What follows belongs to an exercise in optimizing a design on an open flow for small area; a production flow would make more cautious choices.
Power and IR drop assume default switching activity.

==> job 1436 <==
==> flow/design.v <==
`default_nettype none
`timescale 1ns / 1ps
module register(
    input wire [4:0] R_Addr_A,
    input wire [4:0] R_Addr_B,
    input wire [4:0] W_Addr,
    input wire [31:0] W_Data,
    output wire [31:0] R_Data_A,
    output wire [31:0] R_Data_B,
    input wire CLK,
    input wire RST,
    input wire WE
    );
reg [31:0] r [0:31];
assign R_Data_A = r[R_Addr_A];
assign R_Data_B = r[R_Addr_B];
integer i;
always @ (posedge RST or posedge CLK)
begin
	if (RST) begin
		for (i = 0; i < 32; i = i + 1)
			r[i] <= 0;
	end else begin
		if (WE && W_Addr) r[W_Addr] <= W_Data;
	end
end
endmodule
`default_nettype none
`timescale 1ns / 1ps
module ALU(
    input wire [31:0] A,
    input wire [31:0] B,
    input wire [2:0] ALU_OP,
	input wire RST,
    output reg [31:0] F,
    output reg ZF,
    output reg OF
    );
always @* begin
	if (RST) begin
		F = 0;
		ZF = 0;
		OF = 0;
	end else begin
		case (ALU_OP)
			0: begin F = A & B; OF = 0; end
			1: begin F = A | B; OF = 0; end
			2: begin F = A ^ B; OF = 0; end
			3: begin F = ~(A | B); OF = 0; end
			4: begin {OF, F} = A + B; end
			5: begin {OF, F} = A - B; end
			6: begin F = A < B; OF = 0; end
			7: begin {OF, F} = B << A; end
			default: begin F = 0; OF = 0; end
		endcase
		ZF = F == 0 ? 1: 0;
	end
end
endmodule
`default_nettype none
`timescale 1ns / 1ps
module opt(
    input wire [5:0] OP,
    input wire [5:0] func,
    output reg WE,
    output reg [2:0] ALU_OP
    );
always @* begin
	ALU_OP = 3'b000;
	if (!OP) begin
		WE = 1;
		case (func)
			6'b100000: ALU_OP = 3'b100;
			6'b100010: ALU_OP = 3'b101;
			6'b100100: ALU_OP = 3'b000;
			6'b100101: ALU_OP = 3'b001;
			6'b100110: ALU_OP = 3'b010;
			6'b100111: ALU_OP = 3'b011;
			6'b101011: ALU_OP = 3'b110;
			6'b000100: ALU_OP = 3'b111;
		endcase
	end else begin
		WE = 0;
	end
end
endmodule
`default_nettype none
`timescale 1ns / 1ps
module CPU(
    input wire CLK,
    input wire RST,
	output wire [31:0]ALU_OUT,
	output wire ALU_OF,
	output wire ALU_ZF,
	output wire [31:0] dbg_inst,
	output wire [31:0] dbg_a,
    output wire [31:0] dbg_b,
	output wire [2:0] dbg_op,
	output wire reg_write_enable,
	output wire [31:0]alu_output,
	output wire [5:0] inst_addr,
	input wire [31:0] inst_data
    );
reg [31:0] PC;  
always @(posedge CLK or posedge RST)
begin
	if (RST) PC <= 0;
	else begin
		PC <= PC + 4;
	end
end
reg [31:0]inst_code;
always @(posedge CLK or posedge RST)
begin
	if (RST) inst_code <= 0;
	else inst_code <= inst_data;
end
assign dbg_inst = inst_code;
assign inst_addr = PC[7:2];
wire [5:0]op = inst_code[31:26];
wire [4:0]rs = inst_code[25:21];
wire [4:0]rt = inst_code[20:16];
wire [4:0]rd = inst_code[15:11];
wire [5:0]shamt = inst_code[10:6];
wire [5:0]func = inst_code[5:0];
wire [31:0]alu_input_A, alu_input_B;
register r(
	.R_Addr_A(rs),
	.R_Addr_B(rt),
	.W_Addr(rd),
	.R_Data_A(alu_input_A),
	.R_Data_B(alu_input_B),
	.W_Data(alu_output),
	.CLK(CLK),
	.RST(RST),
	.WE(reg_write_enable)
);
wire [2:0]alu_op;
wire alu_of, alu_zf;
opt o(
	.OP(op),
	.func(func),
	.ALU_OP(alu_op),
	.WE(reg_write_enable)
);
ALU a(
	.ALU_OP(alu_op),
	.A(alu_input_A),
	.B(alu_input_B),
	.F(alu_output),
	.OF(alu_of),
	.ZF(alu_zf),
	.RST(RST)
);
assign ALU_OUT = alu_output;
assign ALU_OF = alu_of;
assign ALU_ZF = alu_zf;
assign dbg_a = alu_input_A;
assign dbg_b = alu_input_B;
assign dbg_op = alu_op;
endmodule
==> flow/run.sh <==
#!/bin/bash
# synth_recipe.tcl (not shown) runs the flow's synth.tcl, then flattens the netlist and writes it again
# the make line also repeats each setting of config.mk as NAME=value (left out here)
make -C /OpenROAD-flow-scripts/flow DESIGN_CONFIG=/design/flow/config.mk WORK_HOME=/design/flow/orfs CLKGATE_MAP_FILE= SYNTH_SCRIPT=/design/flow/synth_recipe.tcl finish
==> flow/config.mk <==
export PLATFORM = sky130hd
export DESIGN_NAME = CPU
export DESIGN_NICKNAME = CPU
export VERILOG_FILES = /design/flow/design.v
export SDC_FILE = /design/flow/constraint.sdc
export NUM_CORES = 4
export LEC_CHECK = 0
export CAP_MARGIN = 20
export CELL_PAD_IN_SITES_DETAIL_PLACEMENT = 1
export CELL_PAD_IN_SITES_GLOBAL_PLACEMENT = 2
export CORE_MARGIN = 2
export CORE_UTILIZATION = 30
export GPL_ROUTABILITY_DRIVEN = 1
export PLACE_DENSITY = 0.45
export SETUP_SLACK_MARGIN = 0.5
export SLEW_MARGIN = 20
==> flow/constraint.sdc <==
create_clock -name core_clock -period 12.0 [get_ports {CLK}]
set_input_delay 2.4000 -clock core_clock [delete_from_list [all_inputs] [get_ports {CLK}]]
set_output_delay 2.4000 -clock core_clock [all_outputs]
set_load 0.01 [all_outputs]
==> inputs of job 8915, as changes to job 1436 <==
==> flow/design.v, changed modules only <==
module rf_nor2(
    input wire A,
    input wire B,
    output wire Y
    );
assign Y = ~(A | B);
endmodule
module rf_a21oi(
    input wire A1,
    input wire A2,
    input wire B1,
    output wire Y
    );
assign Y = ~((A1 & A2) | B1);
endmodule
module rf_rcell(
    input wire S1, D1,
    input wire S2, D2,
    input wire S3, D3,
    output wire Y
    );
assign Y = ~((S1 & D1) | (S2 & D2) | (S3 & D3));
endmodule
module rf_rcomb(
    input wire [10:0] G,
    output wire Y
    );
assign Y = ~&G;
endmodule
module rf_rbit(
    input wire [31:1] S,
    input wire [31:1] D,
    output wire Y
    );
wire [10:0] g;
genvar k;
generate
	for (k = 0; k < 10; k = k + 1) begin : grp
		rf_rcell c(.S1(S[3*k+1]), .D1(D[3*k+1]), .S2(S[3*k+2]), .D2(D[3*k+2]),
		           .S3(S[3*k+3]), .D3(D[3*k+3]), .Y(g[k]));
	end
endgenerate
assign g[10] = ~(S[31] & D[31]);
rf_rcomb m(.G(g), .Y(Y));
endmodule
module ALU(
    input wire [31:0] A,
    input wire [31:0] B,
    input wire [2:0] ALU_OP,
	input wire RST,
    output wire [31:0] F,
    output wire [31:0] FR,
    output wire ZF,
    output wire OF
    );
wire sub = ALU_OP[0] | ALU_OP[1];
wire [32:0] sum = {1'b0, A} + {1'b0, B ^ {32{sub}}} + {32'd0, sub};
wire borrow = ~sum[32];
wire big = |A[31:6];
wire [32:0] sh = {1'b0, B} << A[5:0];
reg [31:0] f;
reg of;
always @* begin
	of = 1'b0;
	case (ALU_OP)
		3'd0: f = A & B;
		3'd1: f = A | B;
		3'd2: f = A ^ B;
		3'd3: f = ~(A | B);
		3'd4: begin f = sum[31:0]; of = sum[32]; end
		3'd5: begin f = sum[31:0]; of = borrow; end
		3'd6: f = {31'd0, borrow};
		default: begin f = big ? 32'd0 : sh[31:0]; of = ~big & sh[32]; end
	endcase
end
assign FR = f;
assign F = RST ? 32'd0 : f;
assign OF = ~RST & of;
assign ZF = ~RST & (f == 32'd0);
endmodule
module CPU(
    input wire CLK,
    input wire RST,
	output wire [31:0]ALU_OUT,
	output wire ALU_OF,
	output wire ALU_ZF,
	output wire [31:0] dbg_inst,
	output wire [31:0] dbg_a,
    output wire [31:0] dbg_b,
	output wire [2:0] dbg_op,
	output wire reg_write_enable,
	output wire [31:0]alu_output,
	output wire [5:0] inst_addr,
	input wire [31:0] inst_data
    );
reg [5:0] pc;
always @(posedge CLK or posedge RST)
	if (RST) pc <= 6'd0;
	else pc <= pc + 6'd1;
reg [31:0] inst_code;
always @(posedge CLK or posedge RST)
	if (RST) inst_code <= 32'd0;
	else inst_code <= inst_data;
assign inst_addr = pc;
assign dbg_inst = inst_code;
wire [5:0] op = inst_code[31:26];
wire [4:0] rs = inst_code[25:21];
wire [4:0] rt = inst_code[20:16];
wire [4:0] rd = inst_code[15:11];
wire [5:0] func = inst_code[5:0];
wire [2:0] alu_op;
wire we;
opt o(.OP(op), .func(func), .ALU_OP(alu_op), .WE(we));
reg [31:1] valid;
wire [31:1] wsel;
wire [31:1] sel_a;
wire [31:1] sel_b;
wire [31:0] f;       
wire [31:0] rdata [1:31];
genvar g, b;
generate
	for (g = 1; g < 32; g = g + 1) begin : row
		reg [31:0] q;
		wire [31:0] d;
		assign wsel[g] = we && (rd == g);
		assign sel_a[g] = valid[g] && (rs == g);
		assign sel_b[g] = valid[g] && (rt == g);
		assign d = ({32{wsel[g]}} & f) | ({32{~wsel[g]}} & q);
		always @(posedge CLK) q <= d;
		assign rdata[g] = q;
		always @(posedge CLK or posedge RST)
			if (RST) valid[g] <= 1'b0;
			else if (wsel[g]) valid[g] <= 1'b1;
	end
	for (b = 0; b < 32; b = b + 1) begin : rbit
		wire [31:1] col;
		for (g = 1; g < 32; g = g + 1) begin : c
			assign col[g] = rdata[g][b];
		end
		rf_rbit pa(.S(sel_a), .D(col), .Y(dbg_a[b]));
		rf_rbit pb(.S(sel_b), .D(col), .Y(dbg_b[b]));
	end
endgenerate
ALU a(
	.ALU_OP(alu_op),
	.A(dbg_a),
	.B(dbg_b),
	.RST(RST),
	.F(ALU_OUT),
	.FR(f),
	.ZF(ALU_ZF),
	.OF(ALU_OF)
);
assign alu_output = ALU_OUT;
assign dbg_op = alu_op;
assign reg_write_enable = we;
endmodule
// module register removed
--- a/flow/config.mk
+++ b/flow/config.mk
@@ -10,7 +10,8 @@
 export CELL_PAD_IN_SITES_GLOBAL_PLACEMENT = 2
 export CORE_MARGIN = 2
-export CORE_UTILIZATION = 30
+export CORE_UTILIZATION = 55
 export GPL_ROUTABILITY_DRIVEN = 1
-export PLACE_DENSITY = 0.45
-export SETUP_SLACK_MARGIN = 0.5
+export PLACE_DENSITY = 0.65
+export SETUP_SLACK_MARGIN = 0
 export SLEW_MARGIN = 20
+export SYNTH_HIERARCHICAL = 1
==> notes.md <==
metric	job 8915	job 1436
Run status	no timing/DRC/antenna violations	no timing/DRC/antenna violations
Adder-cell share of the synthesized area	2.569%	2.107%
Total Routed Length	228900 microns	426400 microns
Slack of the critical path	0.4526 ns	0.6670 ns
Number of cells on the critical path	16	24
Most numerous cell in the Yosys netlist	sky130_fd_sc_hd__edfxtp_1	sky130_fd_sc_hd__nand2_1
Horizontal die dimension	299.5 microns	451.6 microns
Placer congestion estimate	1.013	0.9564
Clock network contribution to total cell area	6.077%	6.692%
Min cycle time layout	11.55 ns	11.33 ns
Worst Setup Slack post-DPL	1.552 ns	1.036 ns
Largest stage delay on the critical path	0.94 ns	0.69 ns
Syn Nets	3421	7257
Worst IR Drop VDD	0.1834 mV	0.1563 mV
Proportion of layout cells with a drive suffix above 1	11.11%	12.34%
FF-to-FF setup slack	4.00 ns	3.76 ns
Total met3 wirelength after detailed routing	38420 microns	36660 microns
No run of this note included a check of the RTL's function; only the layout flow was run.

[afterwards: timing with drivers on the ports]
Ports are ideal in the flow. The routed layouts listed here were re-timed in OpenROAD. Step 1 sets driving cells, clkbuf_16 on the clock port and buf_2 on the other inputs (assumed; they add their load-dependent delay and slew). Step 2, shift: input delay + t, output delay - t, t = (earliest + latest rising clock arrival at the registers) / 2. This alone moves slack from input paths to output paths. Three values: no drivers, after step 1, after step 2; two values: the first two.
run | t (ns) | setup slack, ns | worst setup path at the end | clock arrival spread, ns | worst slew at a driven data input, ns
job 1436 | 0.903 | 0.667 / 0.567 / 1.470 | register to output | 0.038 / 0.038 | 0.05
job 8915 | 0.776 | 0.453 / 0.377 / 1.153 | register to output | 0.039 / 0.039 | 0.05
After both steps setup and hold are still met in every run listed.
